From an optimization exercise on the open Yosys and OpenROAD flow, aimed at small area, a short achievable clock period and few clock cycles; shortcuts taken in it are not production practice. Where RTL was checked, it was by simulation tests only, not by an equivalence proof against the original. No activity file was given, so power comes from the tool's default toggle rates.

==> raven <==
## simple_cpu
module simple_cpu
#(parameter DATA_WIDTH = 32)(
  input clk,
  input rstn,
  output [DATA_WIDTH-1:0] imem_addr,
  input  [DATA_WIDTH-1:0] imem_rdata,
  output [DATA_WIDTH-1:0] dmem_addr,
  output [DATA_WIDTH-1:0] dmem_wdata,
  output [3:0]            dmem_wstrb,
  output                  dmem_re,
  input  [DATA_WIDTH-1:0] dmem_rdata
);
==> flow/config.mk <==
export PLATFORM = sky130hd
export DESIGN_NAME = simple_cpu
export DESIGN_NICKNAME = simple_cpu
export VERILOG_FILES = /design/flow/design.v
export SDC_FILE = /design/flow/constraint.sdc
export NUM_CORES = 8
export LEC_CHECK = 0
export CAP_MARGIN = 20
export CORE_MARGIN = 2
export CORE_UTILIZATION = 40
export SETUP_SLACK_MARGIN = 5
export SLEW_MARGIN = 50
export SYNTH_HIERARCHICAL = 1
export SYNTH_MINIMUM_KEEP_SIZE = 50
export TNS_END_PERCENT = 20
==> flow/constraint.sdc <==
create_clock -name core_clock -period 10.0 [get_ports {clk}]
set_input_delay 2.0000 -clock core_clock [delete_from_list [all_inputs] [get_ports {clk}]]
set_output_delay 2.0000 -clock core_clock [all_outputs]
set_load 0.01 [all_outputs]
standard.sh (not shown) runs the stock make flow with config.mk's settings and CLKGATE_MAP_FILE= SYNTH_SCRIPT=/design/flow/synth_recipe.tcl, a recipe that flattens the netlist after the stock synthesis.
==> flow/flow/run.sh <==
#!/bin/bash
# Own layout flow: the standard flow (standard.sh) with two changes:
# the ports are buffered with buf_2 cells instead of the slow delay cell that
# buffer_ports picks by default, and CTS inserts no dummy loads and builds the tree from clkbuf_8 cells, up to 12 sinks per leaf.
set -euo pipefail
export BUFFER_PORTS_ARGS="-buffer_cell sky130_fd_sc_hd__buf_2"
export CTS_ARGS="-sink_clustering_enable -repair_clock_nets -dont_use_dummy_load -sink_clustering_size 12 -sink_clustering_max_diameter 60 -buf_list sky130_fd_sc_hd__clkbuf_8"
bash standard.sh > standard_flow.log 2>&1
==> fjord (differences from raven) <==
--- a/flow/design.v
+++ b/flow/design.v
@@ -57,27 +57,33 @@
       end
     end
   endgenerate
   assign lt = g[L][0];
 endmodule
-module add32 (
-  input  [31:0] a,
-  input  [31:0] b,
-  output [31:0] s
+module register_file (
+  input         clk,
+  input  [4:0]  raddr1,
+  input  [4:0]  raddr2,
+  input  [4:0]  waddr,
+  input  [31:0] wdata,
+  input         wen,
+  output reg [31:0] rdata1,
+  output reg [31:0] rdata2
 );
-  assign s = a + b;
-endmodule
-module rf_dec (
-  input  [4:0]  a,
-  output [31:1] y
-);
-  genvar i;
-  generate
-    for (i = 1; i < 32; i = i + 1) begin : line
-      assign y[i] = (a == i);
+  reg [31:0] regs [1:31];
+  always @(posedge clk) begin
+    if (wen) regs[waddr] <= wdata;
+  end
+  integer i;
+  always @(*) begin
+    rdata1 = 32'd0;
+    rdata2 = 32'd0;
+    for (i = 1; i < 32; i = i + 1) begin
+      rdata1 = rdata1 | ({32{raddr1 == i}} & regs[i]);
+      rdata2 = rdata2 | ({32{raddr2 == i}} & regs[i]);
     end
-  endgenerate
+  end
 endmodule
 module simple_cpu
 #(parameter DATA_WIDTH = 32)(
   input clk,
   input rstn,
@@ -138,10 +144,11 @@
     f_imm = {{20{f_inst[31]}}, f_inst[31:20]};
 end
 reg [31:0] rv1;          
 reg [31:0] rv2;          
 reg [31:0] agu;          
+reg [31:0] tgt;          
 reg [31:0] pc4;          
 reg [3:0]  c_eq;         
 reg [3:0]  c_lt;         
 reg        c_eq31;       
 reg        c_lts31;      
@@ -154,33 +161,17 @@
 reg        r_add, r_sh, r_slt, r_sltu, r_xor, r_or, r_and, r_link, r_lui, r_auipc;
 reg        sub, sh_l, sh_a;
 wire [31:0] wb_data;
 wire [31:0] next_pc;     
 wire [31:0] rf_rd1, rf_rd2;
-reg [31:0] regs [1:31];
-always @(posedge clk) begin
-  if (wr) regs[rd] <= wb_data;
-end
-wire [31:1] sel1_lo, sel1_hi, sel2_lo, sel2_hi;
-rf_dec m_dec1_lo (.a(f_rs1), .y(sel1_lo));
-rf_dec m_dec1_hi (.a(f_rs1), .y(sel1_hi));
-rf_dec m_dec2_lo (.a(f_rs2), .y(sel2_lo));
-rf_dec m_dec2_hi (.a(f_rs2), .y(sel2_hi));
-reg [31:0] rf_rd1_r, rf_rd2_r;
-integer ri;
-always @(*) begin
-  rf_rd1_r = 32'd0;
-  rf_rd2_r = 32'd0;
-  for (ri = 1; ri < 32; ri = ri + 1) begin
-    rf_rd1_r = rf_rd1_r | {{16{sel1_hi[ri]}} & regs[ri][31:16], {16{sel1_lo[ri]}} & regs[ri][15:0]};
-    rf_rd2_r = rf_rd2_r | {{16{sel2_hi[ri]}} & regs[ri][31:16], {16{sel2_lo[ri]}} & regs[ri][15:0]};
-  end
-end
-assign rf_rd1 = rf_rd1_r;
-assign rf_rd2 = rf_rd2_r;
-wire f_use_rs2 = f_is_op | f_is_store;
-wire f_use_tgt = f_is_branch | f_is_jal | f_is_auipc;
+register_file m_rf (
+  .clk(clk),
+  .raddr1(f_rs1), .raddr2(f_rs2),
+  .waddr(rd), .wdata(wb_data), .wen(wr),
+  .rdata1(rf_rd1), .rdata2(rf_rd2)
+);
+wire f_use_rs2 = f_is_op | f_is_store | f_is_branch;
 wire f_hit1 = wr & (rd == f_rs1);
 wire f_hit2 = wr & (rd == f_rs2);
 wire [31:0] f_rv1 = f_hit1 ? wb_data : rf_rd1;
 wire [31:0] f_rv2 = f_hit2 ? wb_data : rf_rd2;
 wire f_stall = (f_is_load | f_is_store | f_is_jalr) & f_hit1;
@@ -192,14 +183,12 @@
   for (gi = 0; gi < 4; gi = gi + 1) begin : cmp_grp
     lt_tree #(.W(8)) m_glt (.lt_bit(f_blt[8*gi +: 8]), .eq_bit(f_beq[8*gi +: 8]), .lt(f_glt[gi]));
     assign f_geq[gi] = &f_beq[8*gi +: 8];
   end
 endgenerate
-wire [31:0] f_agu;                       
-wire [31:0] f_tgt;
-add32 m_agu (.a(rf_rd1),  .b(f_imm), .s(f_agu));
-add32 m_tgt (.a(next_pc), .b(f_imm), .s(f_tgt));
+wire [31:0] f_agu = rf_rd1 + f_imm;       
+wire [31:0] f_tgt = next_pc + f_imm;
 wire [31:0] f_pc4 = next_pc + 32'd4;
 always @(posedge clk) begin
   if (!rstn) begin
     pc4       <= 32'd0;
     wr        <= 1'b0;
@@ -272,17 +261,18 @@
     r_link    <= f_is_jal | f_is_jalr;
     r_lui     <= f_is_lui;
     r_auipc   <= f_is_auipc;
   end
   agu     <= f_agu;
+  tgt     <= f_tgt;
   sub     <= f_sub;
   sh_l    <= f_sh_l;
   sh_a    <= f_sh_a;
   rd      <= f_rd;
   funct3  <= f_f3;
   rv1     <= f_rv1;
-  rv2     <= f_use_rs2 ? f_rv2 : f_use_tgt ? f_tgt : f_imm;
+  rv2     <= f_use_rs2 ? f_rv2 : f_imm;
   c_eq    <= f_geq;
   c_lt    <= f_glt;
   c_eq31  <= ~(f_rv1[31] ^ f_rv2[31]);
   c_lts31 <= f_rv1[31] & ~f_rv2[31];
   c_ltu31 <= ~f_rv1[31] & f_rv2[31];
@@ -292,11 +282,11 @@
 wire br_eq  = c_eq31 & (&c_eq);
 wire br_lt  = c_lts31 | (c_eq31 & lt_low);
 wire br_ltu = c_ltu31 | (c_eq31 & lt_low);
 wire take = tk_always | (tk_eq & br_eq) | (tk_ne & ~br_eq) | (tk_lt & br_lt) |
             (tk_ge & ~br_lt) | (tk_ltu & br_ltu) | (tk_geu & ~br_ltu);
-wire [31:0] target = is_jalr ? agu : rv2;
+wire [31:0] target = is_jalr ? agu : tgt;
 assign next_pc   = take ? target : pc4;
 assign imem_addr = next_pc;
 wire [31:0] op_b = rv2;
 wire [32:0] sum  = {1'b0, rv1} + {1'b0, op_b ^ {32{sub}}} + {32'd0, sub};
 wire        lt_u = ~sum[32];
@@ -319,11 +309,11 @@
                     | ({32{r_xor}}   & (rv1 ^ op_b))
                     | ({32{r_or}}    & (rv1 | op_b))
                     | ({32{r_and}}   & (rv1 & op_b))
                     | ({32{r_link}}  & pc4)
                     | ({32{r_lui}}   & op_b)
-                    | ({32{r_auipc}} & rv2);
+                    | ({32{r_auipc}} & tgt);
 assign dmem_addr = agu;
 assign dmem_re   = is_load;
 reg [31:0] st_data;
 reg [3:0]  st_strb;
 always @(*) begin
==> flow/flow/run.sh (replaced) <==
#!/bin/bash
# Own layout flow: the standard flow (standard.sh) with two changes:
# the ports are buffered with buf_2 cells instead of the slow delay cell that
# buffer_ports picks by default, and CTS inserts no dummy loads.
set -euo pipefail
export BUFFER_PORTS_ARGS="-buffer_cell sky130_fd_sc_hd__buf_2"
export CTS_ARGS="-sink_clustering_enable -repair_clock_nets -dont_use_dummy_load"
bash standard.sh > standard_flow.log 2>&1
Settings changed: ABC_AREA set to 1, SLEW_MARGIN 50 to 20, SYNTH_HIERARCHICAL 1 to unset, SYNTH_MINIMUM_KEEP_SIZE 50 to unset, TNS_END_PERCENT 20 to unset.
==> juniper (differences from raven) <==
--- a/flow/design.v
+++ b/flow/design.v
@@ -1,39 +1,5 @@
-module ks_adder #(
-  parameter W = 32
-)(
-  input  [W-1:0] a,
-  input  [W-1:0] b,
-  input          cin,
-  output [W-1:0] sum,
-  output         cout
-);
-  localparam L = $clog2(W);
-  wire [W-1:0] p0 = a ^ b;
-  wire [W-1:0] g0 = a & b;
-  wire [W-1:0] gl [0:L];
-  wire [W-1:0] pl [0:L];
-  assign gl[0] = {g0[W-1:1], g0[0] | (p0[0] & cin)};
-  assign pl[0] = p0;
-  genvar l, i;
-  generate
-    for (l = 0; l < L; l = l + 1) begin : lvl
-      for (i = 0; i < W; i = i + 1) begin : bit_
-        if (i >= (1 << l)) begin : node
-          assign gl[l+1][i] = gl[l][i] | (pl[l][i] & gl[l][i - (1 << l)]);
-          assign pl[l+1][i] = pl[l][i] & pl[l][i - (1 << l)];
-        end else begin : pass
-          assign gl[l+1][i] = gl[l][i];
-          assign pl[l+1][i] = pl[l][i];
-        end
-      end
-    end
-  endgenerate
-  wire [W:0] c = {gl[L], cin};
-  assign sum  = p0 ^ c[W-1:0];
-  assign cout = c[W];
-endmodule
 module lt_tree #(
   parameter W = 32           
 )(
   input  [W-1:0] lt_bit,     
   input  [W-1:0] eq_bit,     
@@ -138,10 +104,11 @@
     f_imm = {{20{f_inst[31]}}, f_inst[31:20]};
 end
 reg [31:0] rv1;          
 reg [31:0] rv2;          
 reg [31:0] agu;          
+reg [31:0] tgt;          
 reg [31:0] pc4;          
 reg [3:0]  c_eq;         
 reg [3:0]  c_lt;         
 reg        c_eq31;       
 reg        c_lts31;      
@@ -175,12 +142,11 @@
     rf_rd2_r = rf_rd2_r | {{16{sel2_hi[ri]}} & regs[ri][31:16], {16{sel2_lo[ri]}} & regs[ri][15:0]};
   end
 end
 assign rf_rd1 = rf_rd1_r;
 assign rf_rd2 = rf_rd2_r;
-wire f_use_rs2 = f_is_op | f_is_store;
-wire f_use_tgt = f_is_branch | f_is_jal | f_is_auipc;
+wire f_use_rs2 = f_is_op | f_is_store | f_is_branch;
 wire f_hit1 = wr & (rd == f_rs1);
 wire f_hit2 = wr & (rd == f_rs2);
 wire [31:0] f_rv1 = f_hit1 ? wb_data : rf_rd1;
 wire [31:0] f_rv2 = f_hit2 ? wb_data : rf_rd2;
 wire f_stall = (f_is_load | f_is_store | f_is_jalr) & f_hit1;
@@ -272,17 +238,18 @@
     r_link    <= f_is_jal | f_is_jalr;
     r_lui     <= f_is_lui;
     r_auipc   <= f_is_auipc;
   end
   agu     <= f_agu;
+  tgt     <= f_tgt;
   sub     <= f_sub;
   sh_l    <= f_sh_l;
   sh_a    <= f_sh_a;
   rd      <= f_rd;
   funct3  <= f_f3;
   rv1     <= f_rv1;
-  rv2     <= f_use_rs2 ? f_rv2 : f_use_tgt ? f_tgt : f_imm;
+  rv2     <= f_use_rs2 ? f_rv2 : f_imm;
   c_eq    <= f_geq;
   c_lt    <= f_glt;
   c_eq31  <= ~(f_rv1[31] ^ f_rv2[31]);
   c_lts31 <= f_rv1[31] & ~f_rv2[31];
   c_ltu31 <= ~f_rv1[31] & f_rv2[31];
@@ -292,11 +259,11 @@
 wire br_eq  = c_eq31 & (&c_eq);
 wire br_lt  = c_lts31 | (c_eq31 & lt_low);
 wire br_ltu = c_ltu31 | (c_eq31 & lt_low);
 wire take = tk_always | (tk_eq & br_eq) | (tk_ne & ~br_eq) | (tk_lt & br_lt) |
             (tk_ge & ~br_lt) | (tk_ltu & br_ltu) | (tk_geu & ~br_ltu);
-wire [31:0] target = is_jalr ? agu : rv2;
+wire [31:0] target = is_jalr ? agu : tgt;
 assign next_pc   = take ? target : pc4;
 assign imem_addr = next_pc;
 wire [31:0] op_b = rv2;
 wire [32:0] sum  = {1'b0, rv1} + {1'b0, op_b ^ {32{sub}}} + {32'd0, sub};
 wire        lt_u = ~sum[32];
@@ -319,11 +286,11 @@
                     | ({32{r_xor}}   & (rv1 ^ op_b))
                     | ({32{r_or}}    & (rv1 | op_b))
                     | ({32{r_and}}   & (rv1 & op_b))
                     | ({32{r_link}}  & pc4)
                     | ({32{r_lui}}   & op_b)
-                    | ({32{r_auipc}} & rv2);
+                    | ({32{r_auipc}} & tgt);
 assign dmem_addr = agu;
 assign dmem_re   = is_load;
 reg [31:0] st_data;
 reg [3:0]  st_strb;
 always @(*) begin
Settings changed: CORE_UTILIZATION 40 to 47.
==> summary.txt <==
	juniper	fjord	raven
Status	finished clean	finished clean	finished clean
Global-route wire length before repair	431.0 mm	457.4 mm	441.6 mm
Row cnt	133	146	143
Clock-pin slew reported for the worst setup and hold paths after clock tree synthesis	0.07 ns	0.05 ns	0.07 ns
Antenna violations before repair	15	23	12
Area share of buffers outside the clock network	5.345%	7.146%	6.606%
Startpoint of the lowest-slack register-to-register path	rv2[0]$_DFF_P_	r_auipc$_SDFF_PP0_	sub$_DFF_P_
Layout overhead on the synthesized area	13.03%	20.90%	16.32%
Chip Height	367.5 µm	402.4 µm	396.3 µm
Number of flip-flops and latches	1,194	1,194	1,162
GPL Wtd Cong	1.063	1.067	1.036
Sequential-cell power consumption	5.68 mW	5.71 mW	5.57 mW
Largest stage delay on the critical path	0.75 ns	0.94 ns	0.57 ns
Testbench counts of fjord, summed over its fixed seeds: cycles 1,992,704.
Testbench counts of juniper, summed over its fixed seeds: cycles 1,992,704.
For raven, only the layout was checked, not whether the RTL still works.


==> yarrow <==
Another version of the RTL of simple_cpu (not shown whole).
clock: 10.0 ns
lec_check: 0
cap_margin: 20
core_margin: 2
core_utilization: 40
setup_slack_margin: 5
slew_margin: 20
==> flow/flow/run.sh <==
#!/bin/bash
# Own layout flow: the standard flow (standard.sh, standard synthesis and
# the standard floorplan, power grid, placement, CTS and routing), except that
# the ports are buffered with buf_2 cells instead of the slow delay cell that
# buffer_ports picks by default.
set -euo pipefail
export BUFFER_PORTS_ARGS="-buffer_cell sky130_fd_sc_hd__buf_2"
bash standard.sh > standard_flow.log 2>&1
==> inputs of amber, as changes to yarrow <==
--- a/flow/design.v
+++ b/flow/design.v
@@ -26,43 +26,16 @@
           assign pl[l+1][i] = pl[l][i];
         end
       end
     end
   endgenerate
   wire [W:0] c = {gl[L], cin};
   assign sum  = p0 ^ c[W-1:0];
   assign cout = c[W];
-endmodule
-module lt_tree #(
-  parameter W = 32           
-)(
-  input  [W-1:0] lt_bit,     
-  input  [W-1:0] eq_bit,     
-  output         lt
-);
-  localparam L = $clog2(W);
-  wire [W-1:0] g [0:L];
-  wire [W-1:0] p [0:L];
-  assign g[0] = lt_bit;
-  assign p[0] = eq_bit;
-  genvar l, i;
-  generate
-    for (l = 0; l < L; l = l + 1) begin : lvl
-      for (i = 0; i < (W >> (l + 1)); i = i + 1) begin : node
-        assign g[l+1][i] = g[l][2*i+1] | (p[l][2*i+1] & g[l][2*i]);
-        assign p[l+1][i] = p[l][2*i+1] & p[l][2*i];
-      end
-      for (i = (W >> (l + 1)); i < W; i = i + 1) begin : unused
-        assign g[l+1][i] = 1'b0;
-        assign p[l+1][i] = 1'b0;
-      end
-    end
-  endgenerate
-  assign lt = g[L][0];
 endmodule
 module register_file (
   input         clk,
   input  [4:0]  raddr1,
   input  [4:0]  raddr2,
   input  [4:0]  waddr,
   input  [31:0] wdata,
   input         wen,
@@ -142,20 +115,17 @@
   else if (f_is_lui | f_is_auipc)
     f_imm = {f_inst[31:12], 12'b0};
   else
     f_imm = {{20{f_inst[31]}}, f_inst[31:20]};
 end
 reg [31:0] pc;           
 reg [31:0] imm;
 reg [31:0] rv1, rv2;     
-reg [31:0] xa;           
-reg [31:0] c_eq;         
-reg [31:0] c_lt;         
-reg        c_ltu31;      
+reg [31:0] xa, xb;       
 reg [4:0]  rd;
 reg [2:0]  funct3;
 reg        wr;           
 reg        is_op, is_load, is_store, is_jalr;
 reg        tk_always, tk_eq, tk_ne, tk_lt, tk_ge, tk_ltu, tk_geu;
 reg        r_add, r_sh, r_slt, r_sltu, r_xor, r_or, r_and, r_link, r_lui, r_auipc;
 reg        sub, sh_l, sh_a;
 wire [31:0] wb_data;
@@ -213,31 +183,30 @@
   sh_l    <= f_sh_l;
   sh_a    <= f_sh_a;
   imm     <= f_imm;
   rd      <= f_rd;
   funct3  <= f_f3;
   rv1     <= f_rv1;
   rv2     <= f_rv2;
   xa      <= f_rv1;
-  c_eq    <= ~(f_rv1 ^ f_rv2);
-  c_lt    <= {f_rv1[31] & ~f_rv2[31], ~f_rv1[30:0] & f_rv2[30:0]};
-  c_ltu31 <= ~f_rv1[31] & f_rv2[31];
+  xb      <= f_rv2;
 end
 assign imem_addr = next_pc;
 wire [31:0] pc_plus4 = pc + 32'd4;
 wire [31:0] pc_imm   = pc + imm;          
 wire [31:0] agu;                          
 wire        agu_co;
 ks_adder #(.W(32)) m_agu (.a(xa), .b(imm), .cin(1'b0), .sum(agu), .cout(agu_co));
-wire lt_low;
-lt_tree #(.W(32)) m_lt (.lt_bit({c_lt[30:0], 1'b0}), .eq_bit({c_eq[30:0], 1'b1}), .lt(lt_low));
-wire br_eq  = &c_eq;
-wire br_lt  = c_lt[31] | (c_eq[31] & lt_low);
-wire br_ltu = c_ltu31  | (c_eq[31] & lt_low);
+wire [31:0] br_diff;
+wire        br_co;
+ks_adder #(.W(32)) m_cmp (.a(xa), .b(~xb), .cin(1'b1), .sum(br_diff), .cout(br_co));
+wire br_eq  = (xa == xb);
+wire br_ltu = ~br_co;
+wire br_lt  = (xa[31] ^ xb[31]) ? xa[31] : br_ltu;
 wire take = tk_always | (tk_eq & br_eq) | (tk_ne & ~br_eq) | (tk_lt & br_lt) |
             (tk_ge & ~br_lt) | (tk_ltu & br_ltu) | (tk_geu & ~br_ltu);
 wire [31:0] target = is_jalr ? agu : pc_imm;
 assign next_pc = take ? target : pc_plus4;
 wire [31:0] op_b = is_op ? rv2 : imm;
 wire [32:0] sum  = {1'b0, rv1} + {1'b0, op_b ^ {32{sub}}} + {32'd0, sub};
 wire        lt_u = ~sum[32];
 wire        lt_s = (rv1[31] ^ op_b[31]) ? rv1[31] : sum[31];
==> inputs of onyx, as changes to yarrow <==
--- a/flow/design.v
+++ b/flow/design.v
@@ -108,17 +108,16 @@
 wire f_is_store  = (f_op == 7'b0100011);
 wire f_is_branch = (f_op == 7'b1100011);
 wire f_is_jalr   = (f_op == 7'b1100111);
 wire f_is_jal    = (f_op == 7'b1101111);
 wire f_is_lui    = (f_op == 7'b0110111);
 wire f_is_auipc  = (f_op == 7'b0010111);
 wire f_wr = (f_is_op | f_is_opimm | f_is_load | f_is_jalr | f_is_jal | f_is_lui | f_is_auipc)
             & (f_rd != 5'd0);
-wire f_tk_always = f_is_jal | f_is_jalr;
 wire f_tk_eq  = f_is_branch & (f_f3 == 3'b000);
 wire f_tk_ne  = f_is_branch & (f_f3 == 3'b001);
 wire f_tk_lt  = f_is_branch & (f_f3 == 3'b100);
 wire f_tk_ge  = f_is_branch & (f_f3 == 3'b101);
 wire f_tk_ltu = f_is_branch & (f_f3 == 3'b110);
 wire f_tk_geu = f_is_branch & (f_f3 == 3'b111);
 wire f_alu    = f_is_opimm | (f_is_op & (~f_f7b5 | f_f3 == 3'b000 | f_f3 == 3'b101));
 wire f_r_add  = f_alu & (f_f3 == 3'b000);
@@ -139,110 +138,161 @@
     f_imm = {{20{f_inst[31]}}, f_inst[7], f_inst[30:25], f_inst[11:8], 1'b0};
   else if (f_is_jal)
     f_imm = {{12{f_inst[31]}}, f_inst[19:12], f_inst[20], f_inst[30:21], 1'b0};
   else if (f_is_lui | f_is_auipc)
     f_imm = {f_inst[31:12], 12'b0};
   else
     f_imm = {{20{f_inst[31]}}, f_inst[31:20]};
 end
-reg [31:0] pc;           
-reg [31:0] imm;
-reg [31:0] rv1, rv2;     
-reg [31:0] xa;           
-reg [31:0] c_eq;         
-reg [31:0] c_lt;         
+reg [31:0] rv1;          
+reg [31:0] rv2;          
+reg [31:0] agu;          
+reg [31:0] tgt;          
+reg [31:0] pc4;          
+reg [3:0]  c_eq;         
+reg [3:0]  c_lt;         
+reg        c_eq31;       
+reg        c_lts31;      
 reg        c_ltu31;      
 reg [4:0]  rd;
 reg [2:0]  funct3;
 reg        wr;           
 reg        is_op, is_load, is_store, is_jalr;
 reg        tk_always, tk_eq, tk_ne, tk_lt, tk_ge, tk_ltu, tk_geu;
 reg        r_add, r_sh, r_slt, r_sltu, r_xor, r_or, r_and, r_link, r_lui, r_auipc;
 reg        sub, sh_l, sh_a;
 wire [31:0] wb_data;
-wire [31:0] next_pc;
+wire [31:0] next_pc;     
 wire [31:0] rf_rd1, rf_rd2;
 register_file m_rf (
   .clk(clk),
   .raddr1(f_rs1), .raddr2(f_rs2),
   .waddr(rd), .wdata(wb_data), .wen(wr),
   .rdata1(rf_rd1), .rdata2(rf_rd2)
 );
-wire [31:0] f_rv1 = (wr && rd == f_rs1) ? wb_data : rf_rd1;
-wire [31:0] f_rv2 = (wr && rd == f_rs2) ? wb_data : rf_rd2;
+wire f_use_rs2 = f_is_op | f_is_store | f_is_branch;
+wire f_hit1 = wr & (rd == f_rs1);
+wire f_hit2 = wr & (rd == f_rs2);
+wire [31:0] f_rv1 = f_hit1 ? wb_data : rf_rd1;
+wire [31:0] f_rv2 = f_hit2 ? wb_data : rf_rd2;
+wire f_stall = (f_is_load | f_is_store | f_is_jalr) & f_hit1;
+wire [31:0] f_beq = {~(f_rv1[30:0] ^ f_rv2[30:0]), 1'b1};
+wire [31:0] f_blt = {~f_rv1[30:0] & f_rv2[30:0], 1'b0};
+wire [3:0]  f_geq, f_glt;
+genvar gi;
+generate
+  for (gi = 0; gi < 4; gi = gi + 1) begin : cmp_grp
+    lt_tree #(.W(8)) m_glt (.lt_bit(f_blt[8*gi +: 8]), .eq_bit(f_beq[8*gi +: 8]), .lt(f_glt[gi]));
+    assign f_geq[gi] = &f_beq[8*gi +: 8];
+  end
+endgenerate
+wire [31:0] f_agu = rf_rd1 + f_imm;       
+wire [31:0] f_tgt = next_pc + f_imm;
+wire [31:0] f_pc4 = next_pc + 32'd4;
 always @(posedge clk) begin
   if (!rstn) begin
-    pc        <= 32'hFFFF_FFFC;
+    pc4       <= 32'd0;
     wr        <= 1'b0;
     is_op     <= 1'b0;
     is_load   <= 1'b0;
     is_store  <= 1'b0;
     is_jalr   <= 1'b0;
     tk_always <= 1'b0;
     tk_eq     <= 1'b0;
     tk_ne     <= 1'b0;
     tk_lt     <= 1'b0;
     tk_ge     <= 1'b0;
     tk_ltu    <= 1'b0;
     tk_geu    <= 1'b0;
+    r_add     <= 1'b0;
+    r_sh      <= 1'b0;
+    r_slt     <= 1'b0;
+    r_sltu    <= 1'b0;
+    r_xor     <= 1'b0;
+    r_or      <= 1'b0;
+    r_and     <= 1'b0;
+    r_link    <= 1'b0;
+    r_lui     <= 1'b0;
+    r_auipc   <= 1'b0;
+  end else if (f_stall) begin
+    pc4       <= next_pc;
+    wr        <= 1'b0;
+    is_op     <= 1'b0;
+    is_load   <= 1'b0;
+    is_store  <= 1'b0;
+    is_jalr   <= 1'b0;
+    tk_always <= 1'b0;
+    tk_eq     <= 1'b0;
+    tk_ne     <= 1'b0;
+    tk_lt     <= 1'b0;
+    tk_ge     <= 1'b0;
+    tk_ltu    <= 1'b0;
+    tk_geu    <= 1'b0;
+    r_add     <= 1'b0;
+    r_sh      <= 1'b0;
+    r_slt     <= 1'b0;
+    r_sltu    <= 1'b0;
+    r_xor     <= 1'b0;
+    r_or      <= 1'b0;
+    r_and     <= 1'b0;
+    r_link    <= 1'b0;
+    r_lui     <= 1'b0;
+    r_auipc   <= 1'b0;
   end else begin
-    pc        <= next_pc;
+    pc4       <= f_pc4;
     wr        <= f_wr;
     is_op     <= f_is_op;
     is_load   <= f_is_load;
     is_store  <= f_is_store;
     is_jalr   <= f_is_jalr;
-    tk_always <= f_tk_always;
+    tk_always <= f_is_jal | f_is_jalr;
     tk_eq     <= f_tk_eq;
     tk_ne     <= f_tk_ne;
     tk_lt     <= f_tk_lt;
     tk_ge     <= f_tk_ge;
     tk_ltu    <= f_tk_ltu;
     tk_geu    <= f_tk_geu;
+    r_add     <= f_r_add;
+    r_sh      <= f_r_sh;
+    r_slt     <= f_r_slt;
+    r_sltu    <= f_r_sltu;
+    r_xor     <= f_r_xor;
+    r_or      <= f_r_or;
+    r_and     <= f_r_and;
+    r_link    <= f_is_jal | f_is_jalr;
+    r_lui     <= f_is_lui;
+    r_auipc   <= f_is_auipc;
   end
-  r_add   <= f_r_add;
-  r_sh    <= f_r_sh;
-  r_slt   <= f_r_slt;
-  r_sltu  <= f_r_sltu;
-  r_xor   <= f_r_xor;
-  r_or    <= f_r_or;
-  r_and   <= f_r_and;
-  r_link  <= f_is_jal | f_is_jalr;
-  r_lui   <= f_is_lui;
-  r_auipc <= f_is_auipc;
+  agu     <= f_agu;
+  tgt     <= f_tgt;
   sub     <= f_sub;
   sh_l    <= f_sh_l;
   sh_a    <= f_sh_a;
-  imm     <= f_imm;
   rd      <= f_rd;
   funct3  <= f_f3;
   rv1     <= f_rv1;
-  rv2     <= f_rv2;
-  xa      <= f_rv1;
-  c_eq    <= ~(f_rv1 ^ f_rv2);
-  c_lt    <= {f_rv1[31] & ~f_rv2[31], ~f_rv1[30:0] & f_rv2[30:0]};
+  rv2     <= f_use_rs2 ? f_rv2 : f_imm;
+  c_eq    <= f_geq;
+  c_lt    <= f_glt;
+  c_eq31  <= ~(f_rv1[31] ^ f_rv2[31]);
+  c_lts31 <= f_rv1[31] & ~f_rv2[31];
   c_ltu31 <= ~f_rv1[31] & f_rv2[31];
 end
-assign imem_addr = next_pc;
-wire [31:0] pc_plus4 = pc + 32'd4;
-wire [31:0] pc_imm   = pc + imm;          
-wire [31:0] agu;                          
-wire        agu_co;
-ks_adder #(.W(32)) m_agu (.a(xa), .b(imm), .cin(1'b0), .sum(agu), .cout(agu_co));
 wire lt_low;
-lt_tree #(.W(32)) m_lt (.lt_bit({c_lt[30:0], 1'b0}), .eq_bit({c_eq[30:0], 1'b1}), .lt(lt_low));
-wire br_eq  = &c_eq;
-wire br_lt  = c_lt[31] | (c_eq[31] & lt_low);
-wire br_ltu = c_ltu31  | (c_eq[31] & lt_low);
+lt_tree #(.W(4)) m_lt (.lt_bit(c_lt), .eq_bit(c_eq), .lt(lt_low));
+wire br_eq  = c_eq31 & (&c_eq);
+wire br_lt  = c_lts31 | (c_eq31 & lt_low);
+wire br_ltu = c_ltu31 | (c_eq31 & lt_low);
 wire take = tk_always | (tk_eq & br_eq) | (tk_ne & ~br_eq) | (tk_lt & br_lt) |
             (tk_ge & ~br_lt) | (tk_ltu & br_ltu) | (tk_geu & ~br_ltu);
-wire [31:0] target = is_jalr ? agu : pc_imm;
-assign next_pc = take ? target : pc_plus4;
-wire [31:0] op_b = is_op ? rv2 : imm;
+wire [31:0] target = is_jalr ? agu : tgt;
+assign next_pc   = take ? target : pc4;
+assign imem_addr = next_pc;
+wire [31:0] op_b = rv2;
 wire [32:0] sum  = {1'b0, rv1} + {1'b0, op_b ^ {32{sub}}} + {32'd0, sub};
 wire        lt_u = ~sum[32];
 wire        lt_s = (rv1[31] ^ op_b[31]) ? rv1[31] : sum[31];
 wire [4:0]  shamt = op_b[4:0];
 reg  [31:0] sh_in, sh_out;
 integer k;
 always @(*) begin
   for (k = 0; k < 32; k = k + 1) sh_in[k] = sh_l ? rv1[31-k] : rv1[k];
@@ -254,19 +304,19 @@
 end
 wire [31:0] alu_out = ({32{r_add}}   & sum[31:0])
                     | ({32{r_sh}}    & sh_out)
                     | {31'd0, r_slt  & lt_s}
                     | {31'd0, r_sltu & lt_u}
                     | ({32{r_xor}}   & (rv1 ^ op_b))
                     | ({32{r_or}}    & (rv1 | op_b))
                     | ({32{r_and}}   & (rv1 & op_b))
-                    | ({32{r_link}}  & pc_plus4)
-                    | ({32{r_lui}}   & imm)
-                    | ({32{r_auipc}} & pc_imm);
+                    | ({32{r_link}}  & pc4)
+                    | ({32{r_lui}}   & op_b)
+                    | ({32{r_auipc}} & tgt);
 assign dmem_addr = agu;
 assign dmem_re   = is_load;
 reg [31:0] st_data;
 reg [3:0]  st_strb;
 always @(*) begin
   st_data = rv2;
   st_strb = 4'b0000;
   case (funct3[1:0])
==> flow/flow/run.sh (replaced) <==
#!/bin/bash
# Own layout flow: the standard flow (standard.sh) with two changes:
# the ports are buffered with buf_2 cells instead of the slow delay cell that
# buffer_ports picks by default, and CTS inserts no dummy loads and builds the tree from clkbuf_8 cells, up to 12 sinks per leaf.
set -euo pipefail
export BUFFER_PORTS_ARGS="-buffer_cell sky130_fd_sc_hd__buf_2"
export CTS_ARGS="-sink_clustering_enable -repair_clock_nets -dont_use_dummy_load -sink_clustering_size 12 -sink_clustering_max_diameter 60 -buf_list sky130_fd_sc_hd__clkbuf_8"
bash standard.sh > standard_flow.log 2>&1
==> metrics.csv <==
stage,metric,value,unit
pwr,Switching Share,0.304,
worst_hold_path,hold_sp,pc4[1],
yosys,Yosys cell types,88,
yosys,sequential area share after synthesis,0.554,
final_layout,ratio of cells with drive above 1 in the final layout,0.225,
pwr,Combinational Power Share,0.189,
final_layout,CLK BUF,130,
run_status,status,finished clean,
detailed_routing,vias per cell,7.49,
setup_path,reg2reg end,c_lt[2],
setup_path,CP max stage delay,0.56,ns
die,Die ar.,0.156,sq mm
clock_network,CTS HTree Levels,4,
final_layout,multi-input gates,3582,
setup_path,"critical path fanouts, max",8,
setup_path,FF-to-FF Start,sh_l,
final_layout,buffers outside the clock class,639,
sta,fin crit period,5.26,ns
That was onyx.
==> metrics.csv <==
stage,metric,value,unit
setup_path,reg2reg end,pc[28],
worst_hold_path,hold_sp,pc[0],
detailed_routing,vias per cell,7.56,
pwr,Switching Share,0.341,
setup_path,FF-to-FF Start,imm[17],
setup_path,"critical path fanouts, max",4,
final_layout,multi-input gates,3514,
setup_path,CP max stage delay,0.52,ns
pwr,Combinational Power Share,0.283,
run_status,status,finished clean,
die,Die ar.,0.158,sq mm
yosys,Yosys cell types,93,
sta,fin crit period,5.91,ns
clock_network,CTS HTree Levels,4,
final_layout,CLK BUF,157,
final_layout,buffers outside the clock class,574,
final_layout,ratio of cells with drive above 1 in the final layout,0.244,
That was yarrow.
==> metrics.csv <==
stage,metric,value,unit
run_status,status,finished clean,
setup_path,CP max stage delay,0.57,ns
worst_hold_path,hold_sp,m_rf.regs[5][23],
pwr,Combinational Power Share,0.310,
clock_network,CTS HTree Levels,3,
setup_path,"critical path fanouts, max",5,
die,Die ar.,0.155,sq mm
final_layout,multi-input gates,3516,
setup_path,reg2reg end,m_rf.regs[1][29],
detailed_routing,vias per cell,7.54,
final_layout,buffers outside the clock class,467,
yosys,Yosys cell types,91,
sta,fin crit period,6.15,ns
final_layout,CLK BUF,151,
pwr,Switching Share,0.349,
setup_path,FF-to-FF Start,is_op,
That was amber.
Testbench counts of amber, summed over its fixed seeds: cycles 1,946,880.
Testbench counts of onyx, summed over its fixed seeds: cycles 1,992,704.
For yarrow, only the layout was checked, not whether the RTL still works.

==> separate check: timing with driven ports <==
In the flow no input, the clock included, has a driving cell. The finished layouts below were timed again as built, in two steps. Step 1, drivers: a clkbuf_16 drives clk and a buf_2 each remaining input, both assumed. Step 2 adds t to the input delays and takes it off the output delays; t is the mean of the earliest and latest rising clock arrival at the registers after step 1. Input paths then give back, and output paths get back, about the clock's delay inside the block. a / b / c = ideal ports / drivers / drivers and shift; a / b = the first two.
| run | t, ns | slack for setup (ns) | hold slack, ns | latest minus earliest clock arrival (ns) | worst data-port slew with drivers (ns) |
|---|---|---|---|---|---|
| raven | 0.964 | 4.871 / 4.701 / 3.737 | 0.754 / 0.754 / 0.754 | 0.155 / 0.155 | 0.29 |
| fjord | 0.845 | 4.757 / 4.570 / 3.726 | 0.626 / 0.626 / 0.626 | 0.097 / 0.097 | 0.29 |
| juniper | 0.990 | 4.776 / 4.670 / 3.680 | 0.615 / 0.615 / 0.615 | 0.082 / 0.082 | 0.20 |
| yarrow | 0.864 | 4.091 / 4.056 / 3.980 | 0.642 / 0.642 / 0.642 | 0.062 / 0.062 | 0.08 |
| amber | 0.820 | 3.850 / 3.765 / 4.142 | 0.605 / 0.605 / 0.605 | 0.099 / 0.098 | 0.13 |
| onyx | 0.964 | 4.744 / 4.780 / 3.815 | 0.670 / 0.670 / 0.670 | 0.141 / 0.141 | 0.16 |
After both steps every run listed still meets setup and hold. For raven, which loses most, drivers alone change the setup slack by -0.170 ns; drivers and shift together by -1.134 ns.
